Background: an optimization exercise with open tools, aiming at small area, a short achievable clock period and few clock cycles. Do not read the settings as production practice. In this exercise RTL edits were held to simulation tests only and were not proved equivalent to the original. No activity file was given, so power comes from the tool's default toggle rates.

==> design.v <==
module LASER (
input CLK,
input RST,
input [3:0] X,
input [3:0] Y,
output reg [3:0] C1X,
output reg [3:0] C1Y,
output reg [3:0] C2X,
output reg [3:0] C2Y,
output reg DONE
);
parameter           LOAD    = 0;
parameter           FIND_C1 = 1;
parameter           FIND_C2 = 2;
parameter           RE_C1   = 3;
parameter           RE_C2   = 4;
parameter           FINISH  = 5;
reg         [4:0]   state, next_state;
reg         [5:0]   cnt, next_cnt;
reg	    	[3:0]	pointX	[0:39], pointY	[0:39], next_pointX	[0:39], next_pointY	[0:39];
reg         [3:0]   next_C1X, next_C2X, next_C1Y, next_C2Y;
reg         [3:0]   ptr_x, ptr_y, next_ptr_x, next_ptr_y;
reg         [5:0]   inside_number, next_inside_number, max_number, next_max_number;
reg         [3:0]   tmp_C1X, tmp_C1Y, tmp_C2X, tmp_C2Y;
reg         [3:0]   times;
wire signed [10:0]  product, product_C1, product_C2;
wire                is_inside, is_inside_C1, is_inside_C2;
integer             i;
always @ (posedge CLK or posedge RST)
    if (RST)
        state <= LOAD;
    else
        state <= next_state;
always @ (*) begin
    next_state = state;
    case (state)
        LOAD:    next_state = (cnt == 39)? FIND_C1 : LOAD;
        FIND_C1: next_state = ((cnt == 39) && (ptr_x == 13) && (ptr_y == 13))? FIND_C2 : FIND_C1;
        FIND_C2: next_state = ((cnt == 39) && (ptr_x == 13) && (ptr_y == 13))? RE_C1   : FIND_C2;
        RE_C1:   next_state = ((cnt == 39) && (ptr_x == 13) && (ptr_y == 13))? RE_C2   : RE_C1;
        RE_C2:   next_state = ((cnt == 39) && (ptr_x == 13) && (ptr_y == 13))? ((times == 1)? FINISH : RE_C1)  : RE_C2;
        FINISH: next_state = LOAD;
    endcase
end
always @ (posedge CLK or posedge RST)
	if (RST)
		for (i=0; i<40; i=i+1) begin
			pointX[i] <= 4'd0;
            pointY[i] <= 4'd0;
        end
	else
		for (i=0; i<40; i=i+1) begin
			pointX[i] <= next_pointX[i];
            pointY[i] <= next_pointY[i];
        end
always @ (*) begin
    for (i=0; i<40; i=i+1) begin
        next_pointX[i] = pointX[i];
        next_pointY[i] = pointY[i];
    end
    if (state == LOAD) begin
        next_pointX[cnt] = X;
        next_pointY[cnt] = Y;
    end
end
always @ (posedge CLK or posedge RST)
    if (RST)
        cnt <= 1'b0;
    else
        cnt <= (DONE)? 0 : next_cnt;
always @ (*) begin
    next_cnt = cnt;
    case (state)
        LOAD:    next_cnt = (cnt == 39)? 0 : cnt + 1;
        FIND_C1: next_cnt = (cnt == 39)? 0 : cnt + 1;
        FIND_C2: next_cnt = (cnt == 39)? 0 : cnt + 1;
        RE_C1:   next_cnt = (cnt == 39)? 0 : cnt + 1;
        RE_C2:   next_cnt = (cnt == 39)? 0 : cnt + 1;
        FINISH:  next_cnt = 0;
    endcase
end
always @ (posedge CLK or posedge RST)
    if (RST) begin
        C1X <= 4'd0;
        C1Y <= 4'd0;
        C2X <= 4'd0;
        C2Y <= 4'd0;
        DONE <= 1'b0;
    end else begin
        C1X <= next_C1X;
        C1Y <= next_C1Y;
        C2X <= next_C2X;
        C2Y <= next_C2Y;
        DONE <= (state == FINISH);
    end
always @ (*) begin
    next_C1X = C1X;
    next_C1Y = C1Y;
    next_C2X = C2X;
    next_C2Y = C2Y;
    case (state)
        LOAD: begin
            next_C1X = 4'd0;
            next_C1Y = 4'd0;
            next_C2X = 4'd0;
            next_C2Y = 4'd0;
        end
        FIND_C1: begin
            next_C1X = (cnt == 39)? (((inside_number + is_inside) >= max_number)? ptr_x : C1X) : C1X;
            next_C1Y = (cnt == 39)? (((inside_number + is_inside) >= max_number)? ptr_y : C1Y) : C1Y;
        end
        FIND_C2: begin
            next_C2X = (cnt == 39)? (((inside_number + (is_inside || is_inside_C1)) >= max_number)? ptr_x : C2X) : C2X;
            next_C2Y = (cnt == 39)? (((inside_number + (is_inside || is_inside_C1)) >= max_number)? ptr_y : C2Y) : C2Y;
        end
        RE_C1: begin
            next_C1X = (cnt == 39)? (((inside_number + (is_inside || is_inside_C2)) >= max_number)? ptr_x : C1X) : C1X;
            next_C1Y = (cnt == 39)? (((inside_number + (is_inside || is_inside_C2)) >= max_number)? ptr_y : C1Y) : C1Y;
        end
        RE_C2: begin
            next_C2X = (cnt == 39)? (((inside_number + (is_inside || is_inside_C1)) >= max_number)? ptr_x : C2X) : C2X;
            next_C2Y = (cnt == 39)? (((inside_number + (is_inside || is_inside_C1)) >= max_number)? ptr_y : C2Y) : C2Y;
        end
    endcase
end
always @ (posedge CLK or posedge RST)
    if (RST) begin
        ptr_x <= 4'd0;
        ptr_y <= 4'd0;
        inside_number <= 6'd0;
        max_number <= 6'd0;
    end else begin
        ptr_x <= next_ptr_x;
        ptr_y <= next_ptr_y;
        inside_number <= next_inside_number;
        max_number <= next_max_number;
    end
always @ (*) begin
    next_ptr_x = ptr_x;
    next_ptr_y = ptr_y;
    next_inside_number = inside_number;
    next_max_number = max_number;
    case (state)
        LOAD, FINISH: begin
            next_ptr_x = 2;
            next_ptr_y = 2;
            next_inside_number = 0;
            next_max_number = 0;
        end
        FIND_C1: begin
            next_ptr_x = (cnt == 39)? ((ptr_x == 13)? 2 : ptr_x + 1) : ptr_x;
            next_ptr_y = (cnt == 39)? ((ptr_x == 13)? ((ptr_y == 13)? 2 : ptr_y + 1) : ptr_y) : ptr_y;
            next_inside_number = (cnt == 39)? 0 : ((is_inside)? inside_number + 1 : inside_number);
            next_max_number = ((cnt == 39) && (ptr_x == 13) && (ptr_y == 13))? 0 : ((cnt == 39)? (((inside_number + is_inside) > max_number)? inside_number + is_inside : max_number) : max_number);
        end
        FIND_C2: begin
            next_ptr_x = (cnt == 39)? ((ptr_x == 13)? 2 : ptr_x + 1) : ptr_x;
            next_ptr_y = (cnt == 39)? ((ptr_x == 13)? ((ptr_y == 13)? 2 : ptr_y + 1) : ptr_y) : ptr_y;
            next_inside_number = (cnt == 39)? 0 : ((is_inside || is_inside_C1)? inside_number + 1 : inside_number);
            next_max_number = ((cnt == 39) && (ptr_x == 13) && (ptr_y == 13))? 0 : ((cnt == 39)? (((inside_number + (is_inside || is_inside_C1)) > max_number)? inside_number + (is_inside || is_inside_C1) : max_number) : max_number);
        end
        RE_C1: begin
            next_ptr_x = (cnt == 39)? ((ptr_x == 13)? 2 : ptr_x + 1) : ptr_x;
            next_ptr_y = (cnt == 39)? ((ptr_x == 13)? ((ptr_y == 13)? 2 : ptr_y + 1) : ptr_y) : ptr_y;
            next_inside_number = (cnt == 39)? 0 : ((is_inside || is_inside_C2)? inside_number + 1 : inside_number);
            next_max_number = ((cnt == 39) && (ptr_x == 13) && (ptr_y == 13))? 0 : ((cnt == 39)? (((inside_number + (is_inside || is_inside_C2)) > max_number)? inside_number + (is_inside || is_inside_C2) : max_number) : max_number);
        end
        RE_C2: begin
            next_ptr_x = (cnt == 39)? ((ptr_x == 13)? 2 : ptr_x + 1) : ptr_x;
            next_ptr_y = (cnt == 39)? ((ptr_x == 13)? ((ptr_y == 13)? 2 : ptr_y + 1) : ptr_y) : ptr_y;
            next_inside_number = (cnt == 39)? 0 : ((is_inside || is_inside_C1)? inside_number + 1 : inside_number);
            next_max_number = ((cnt == 39) && (ptr_x == 13) && (ptr_y == 13))? 0 : ((cnt == 39)? (((inside_number + (is_inside || is_inside_C1)) > max_number)? inside_number + (is_inside || is_inside_C1) : max_number) : max_number);
        end
    endcase
end
assign product = $signed({1'b0, ptr_x} - {1'b0, pointX[cnt]}) * $signed({1'b0, ptr_x} - {1'b0, pointX[cnt]}) + $signed({1'b0, ptr_y} - {1'b0, pointY[cnt]}) * $signed({1'b0, ptr_y} - {1'b0, pointY[cnt]});
assign product_C1 = $signed({1'b0, C1X} - {1'b0, pointX[cnt]}) * $signed({1'b0, C1X} - {1'b0, pointX[cnt]}) + $signed({1'b0, C1Y} - {1'b0, pointY[cnt]}) * $signed({1'b0, C1Y} - {1'b0, pointY[cnt]});
assign product_C2 = $signed({1'b0, C2X} - {1'b0, pointX[cnt]}) * $signed({1'b0, C2X} - {1'b0, pointX[cnt]}) + $signed({1'b0, C2Y} - {1'b0, pointY[cnt]}) * $signed({1'b0, C2Y} - {1'b0, pointY[cnt]});
assign is_inside    = ~(product > 16);
assign is_inside_C1 = ~(product_C1 > 16);
assign is_inside_C2 = ~(product_C2 > 16);
always @ (posedge CLK or posedge RST)
    if (RST) begin
        tmp_C1X <= 4'd0;
        tmp_C1Y <= 4'd0;
        tmp_C2X <= 4'd0;
        tmp_C2Y <= 4'd0;
        times <= 0;
    end else begin
        tmp_C1X <= (state == FIND_C2)? C1X : tmp_C1X;
        tmp_C1Y <= (state == FIND_C2)? C1Y : tmp_C1Y;
        tmp_C2X <= (state == RE_C2)?   C2X : tmp_C2X;
        tmp_C2Y <= (state == RE_C2)?   C2Y : tmp_C2Y;
        times <= (DONE)? 0 : ((cnt == 39) && (ptr_x == 13) && (ptr_y == 13) && (state == RE_C2))? times + 1 : times;
    end
endmodule
==> run.sh <==
#!/bin/bash
# synth_recipe.tcl (not shown) runs the flow's synth.tcl, then flattens the netlist and writes it again
# the make line also repeats each setting of config.mk as NAME=value (left out here)
make -C /OpenROAD-flow-scripts/flow DESIGN_CONFIG=/design/flow/config.mk WORK_HOME=/design/flow/orfs CLKGATE_MAP_FILE= SYNTH_SCRIPT=/design/flow/synth_recipe.tcl finish
==> config.mk <==
export PLATFORM = sky130hd
export DESIGN_NAME = LASER
export DESIGN_NICKNAME = LASER
export VERILOG_FILES = /design/flow/design.v
export SDC_FILE = /design/flow/constraint.sdc
export NUM_CORES = 4
export LEC_CHECK = 0
export CAP_MARGIN = 20
export CORE_MARGIN = 2
export CORE_UTILIZATION = 40
export SLEW_MARGIN = 20
==> constraint.sdc <==
create_clock -name core_clock -period 13.0 [get_ports {CLK}]
set_input_delay 2.6000 -clock core_clock [delete_from_list [all_inputs] [get_ports {CLK}]]
set_output_delay 2.6000 -clock core_clock [all_outputs]
set_load 0.01 [all_outputs]
==> run summary <==
==> worst max-delay path by stage <==
stage	slack, ns	endpoint	cells after the start	startpoint
2_1_floorplan	0.13	C1X[0]	1	RST
5_1_grt	0.09	C1Y[1]	46	cnt[2]
3_3_place_gp	0.74	C1Y[1]	44	cnt[2]
3_5_place_dp	0.57	C1Y[1]	46	cnt[2]
4_1_cts	0.51	C1Y[1]	46	cnt[2]
6_report	0.91	C1Y[1]	44	cnt[5]
==> power breakdown <==
part | internal, mW | total, mW | switching [mW]
combinational | 1.62 | 3.73 | 2.11
clock | 0.689 | 1.18 | 0.491
sequential | 1.21 | 1.26 | 0.0436
==> registers in the layout (all words and copies together) (netlist names) <==
register,flops
pointX,160
pointY,160
cnt,6
inside_number,6
max_number,6
C1X,4
C1Y,4
C2X,4
C2Y,4
ptr_x,4
ptr_y,4
times,4
state,3
DONE,1
==> synth_stat cells, drive strengths merged, types with 2 or more instances <==
cell	n	share of area
dfrtp	370	0.39
mux2	323	0.15
inv	277	0.044
ha	149	0.078
fa	123	0.10
nand2	123	0.020
a22oi	108	0.034
nor2	102	0.016
o21ai	65	0.014
clkbuf	57	0.0090
nand4	39	0.010
a21oi	36	0.0077
xnor2	36	0.014
nand3	29	0.0061
nor3	26	0.0078
a22o	23	0.0085
buf	22	0.0045
nand2b	21	0.0055
xor2	21	0.0077
a221oi	19	0.0073
nor2b	18	0.0051
mux2i	16	0.0067
and3	15	0.0040
nor4	15	0.0045
a21o	13	0.0041
and2	12	0.0032
a222oi	10	0.0042
o31ai	9	0.0028
a211oi	7	0.0022
a31oi	7	0.0018
nor3b	6	0.0021
or2	6	0.0016
o21a	5	0.0016
or3	4	0.0011
or4	4	0.0013
a2111oi	3	0.0019
a211o	3	0.0011
o2bb2ai	3	0.0019
xnor3	3	0.0028
a41oi	2	0.00074
and2b	2	0.00063
o211ai	2	0.00063
o22ai	2	0.00053
==> worst register-to-register path, delay by kind of cell, from the launching register on <==
kind | cells | cell delay [ns]
multiplexers | 1 | 0.28
adder cells (fa/ha/maj) | 11 | 4.65
buffers and inverters | 8 | 0.99
flip-flops | 1 | 0.55
AND/OR/NAND/NOR | 12 | 2.66
XOR/XNOR | 1 | 0.42
AO/OA/AOI/OAI | 11 | 2.42
==> logic make-up (layout without fill, tap and decap cells) <==
group,count (synthesis),after routing,synth area share
mux,339,339,0.160
buf+inv,356,422,0.0573
xor+xnor,60,60,0.0242
compound gates,322,322,0.0970
fa+ha+maj,273,273,0.183
flops,370,370,0.390
simple gates,424,424,0.0894
==> cell type report <==
type | instances | area [um^2]
clock buffer | 56 | 1160
clock inverter | 15 | 180
inverter | 277 | 1050
timing repair buffer | 74 | 618
multi-input combinational | 1418 | 13200
sequential | 370 | 9260
tap | 773 | 967
fill | 5491 | 32500
==> through the flow <==
stage               instances  instance area [um^2]
floorplan                2144                 23800
global placement         2912                 25000
detailed placement       2912                 25000
CTS                      2983                 26400
global route             2983                 26400
finish                   2983                 26400
==> routing by layer <==
metal,global-route usage,vias to the layer above
met2,0.390,593
met3,0.0364,156
met1,0.297,8848
met4,0.0905,0
met5,0,-
li1,-,7517
==> results.cfg <==
[status]
outcome = timing/DRC/antenna clean

[route]
dr.max_layer_used = met4
wirelength_um = 69200
wl_per_cell_um = 23.2
wl_met3_um = 4270
ant_nets = 0
met1Wirelength_um = 29000
first_pass_iters = 6
dr_total_vias = 17114
drtIter0Drc = 1411
drc = 0
viasPerCell = 5.74
route.met2.wl_um = 33100

[worst_setup_path]
crit_type = flip-flop to flip-flop
worst_path_most_repeated_cell = fa_1
reg2reg_from = cnt[5]
critPathBufInv = 8
critPathMaxFanout = 14
crit_family = adder cells
critPathCaptureType = flip-flop
reg2reg_to = C1Y[1]
cpPeakStageDelay_ns = 0.77
r2r_cells = 44
crit_required_ns = 13.47
startpoint_type = flip-flop
crit_arrival_ns = 12.56
r2r_setup_slack_ns = 0.91
slowest_stage = nor4_1

[logic_synthesis]
ys_warn_count = 5
synth_area_um2 = 23800
synth_cell_type_count = 66
synth_edf_count = 0
syn_avg_cell_area_um2 = 11.1
syn_nets = 2426
yosysSeqAreaShare = 0.390
synthArstFlopShare = 1.00
syn-instance-count = 2144
synth_ff_type = dfrtp_1
synth_seq_cells = 370

[global_routing]
grt_pass1_wl_um = 108000
grt_antenna_before_repair = 0
grt_overflow_total = 0
gr-usage-all-layers = 0.231
first_global_vias = 17882
grt_max_degree = 157

[sta]
slew_viol_final = 0
setup_viol = 0
skew_ns = 0.0252
hold_viol = 0
fin_ws_ns = 0.913
rsz0062_at_grt = no
tightest_slew_ns = 1.16
max_clock_freq_ghz = 0.0827
whs_ns = 0.503
fin_crit_sh = 0.930
fin_crit_ns = 12.09
setup_tns_ns = 0
relSlewSlack = 0.221

[power]
p_leak_nw = 11.8
ir_worst_vdd_mv = 0.654
p_per_area_nw_per_um2 = 233
p_total_mw = 6.17

[run]
cap_violations = 0

[finish]
syn_to_final_growth_pct = 11.2
diodes = 0
layout_common_cells = dfrtp_1 (370), mux2_2 (323), inv_1 (276), ha_1 (149), fa_1 (123)
drive_gt1_frac = 0.215
fin_util = 0.449
layout.nets = 2465
layout_commonest_cell = dfrtp_1

[clock_tree]
cts_tree = built
cts_root_buf = clkbuf_16
post-cts-setup-buffers = 0
cts_buffers = 42
path_clk_slew_ns = 0.06
cts.sinks = 370
clock_latency_ns = 0.58
clock_path_buffers = 3
cts_hold_buf = 0
cts_resized = 0
htree_num_levels = 2

[hold_path]
min_path_type = flip-flop to flip-flop
whs_endpoint = pointY[32][0]
hold_start = pointY[32][0]
min_delay_path_depth = 1

[die]
design.core.area_um2 = 58900
die-area_um2 = 61400
rows = 89
start_util = 0.403
die_h_um = 248
ios = 27
die_x_um = 248

[place]
dp_hpwl_um = 49400
portBuffers = 26
dp_slack_ns = 0.572
gp_congestion = 0.968
Testbench counts, summed over its fixed seeds: cycles 4,429,056.

-- what the ideal ports hide --
In the flow no input, the clock included, has a driving cell. The finished layout below was timed again as built, in two steps. Step 1, drivers: a clkbuf_16 drives CLK and a buf_2 each remaining input, both assumed. Step 2 times the ports against the registers' clock, not the clock port: input delays grow and output delays shrink by t, the midpoint of the rising clock arrivals with the driver on. Three values: ideal, step 1, step 2; two values: the first two.
t (ns): 0.625
setup WS [ns]: 0.913 / 0.913 / 0.913
latest minus earliest clock arrival (ns): 0.025 / 0.026
After both steps setup and hold are still met in this run. The setup slack of this run moves by 0.000 ns with the drivers and by 0.000 ns with both steps.
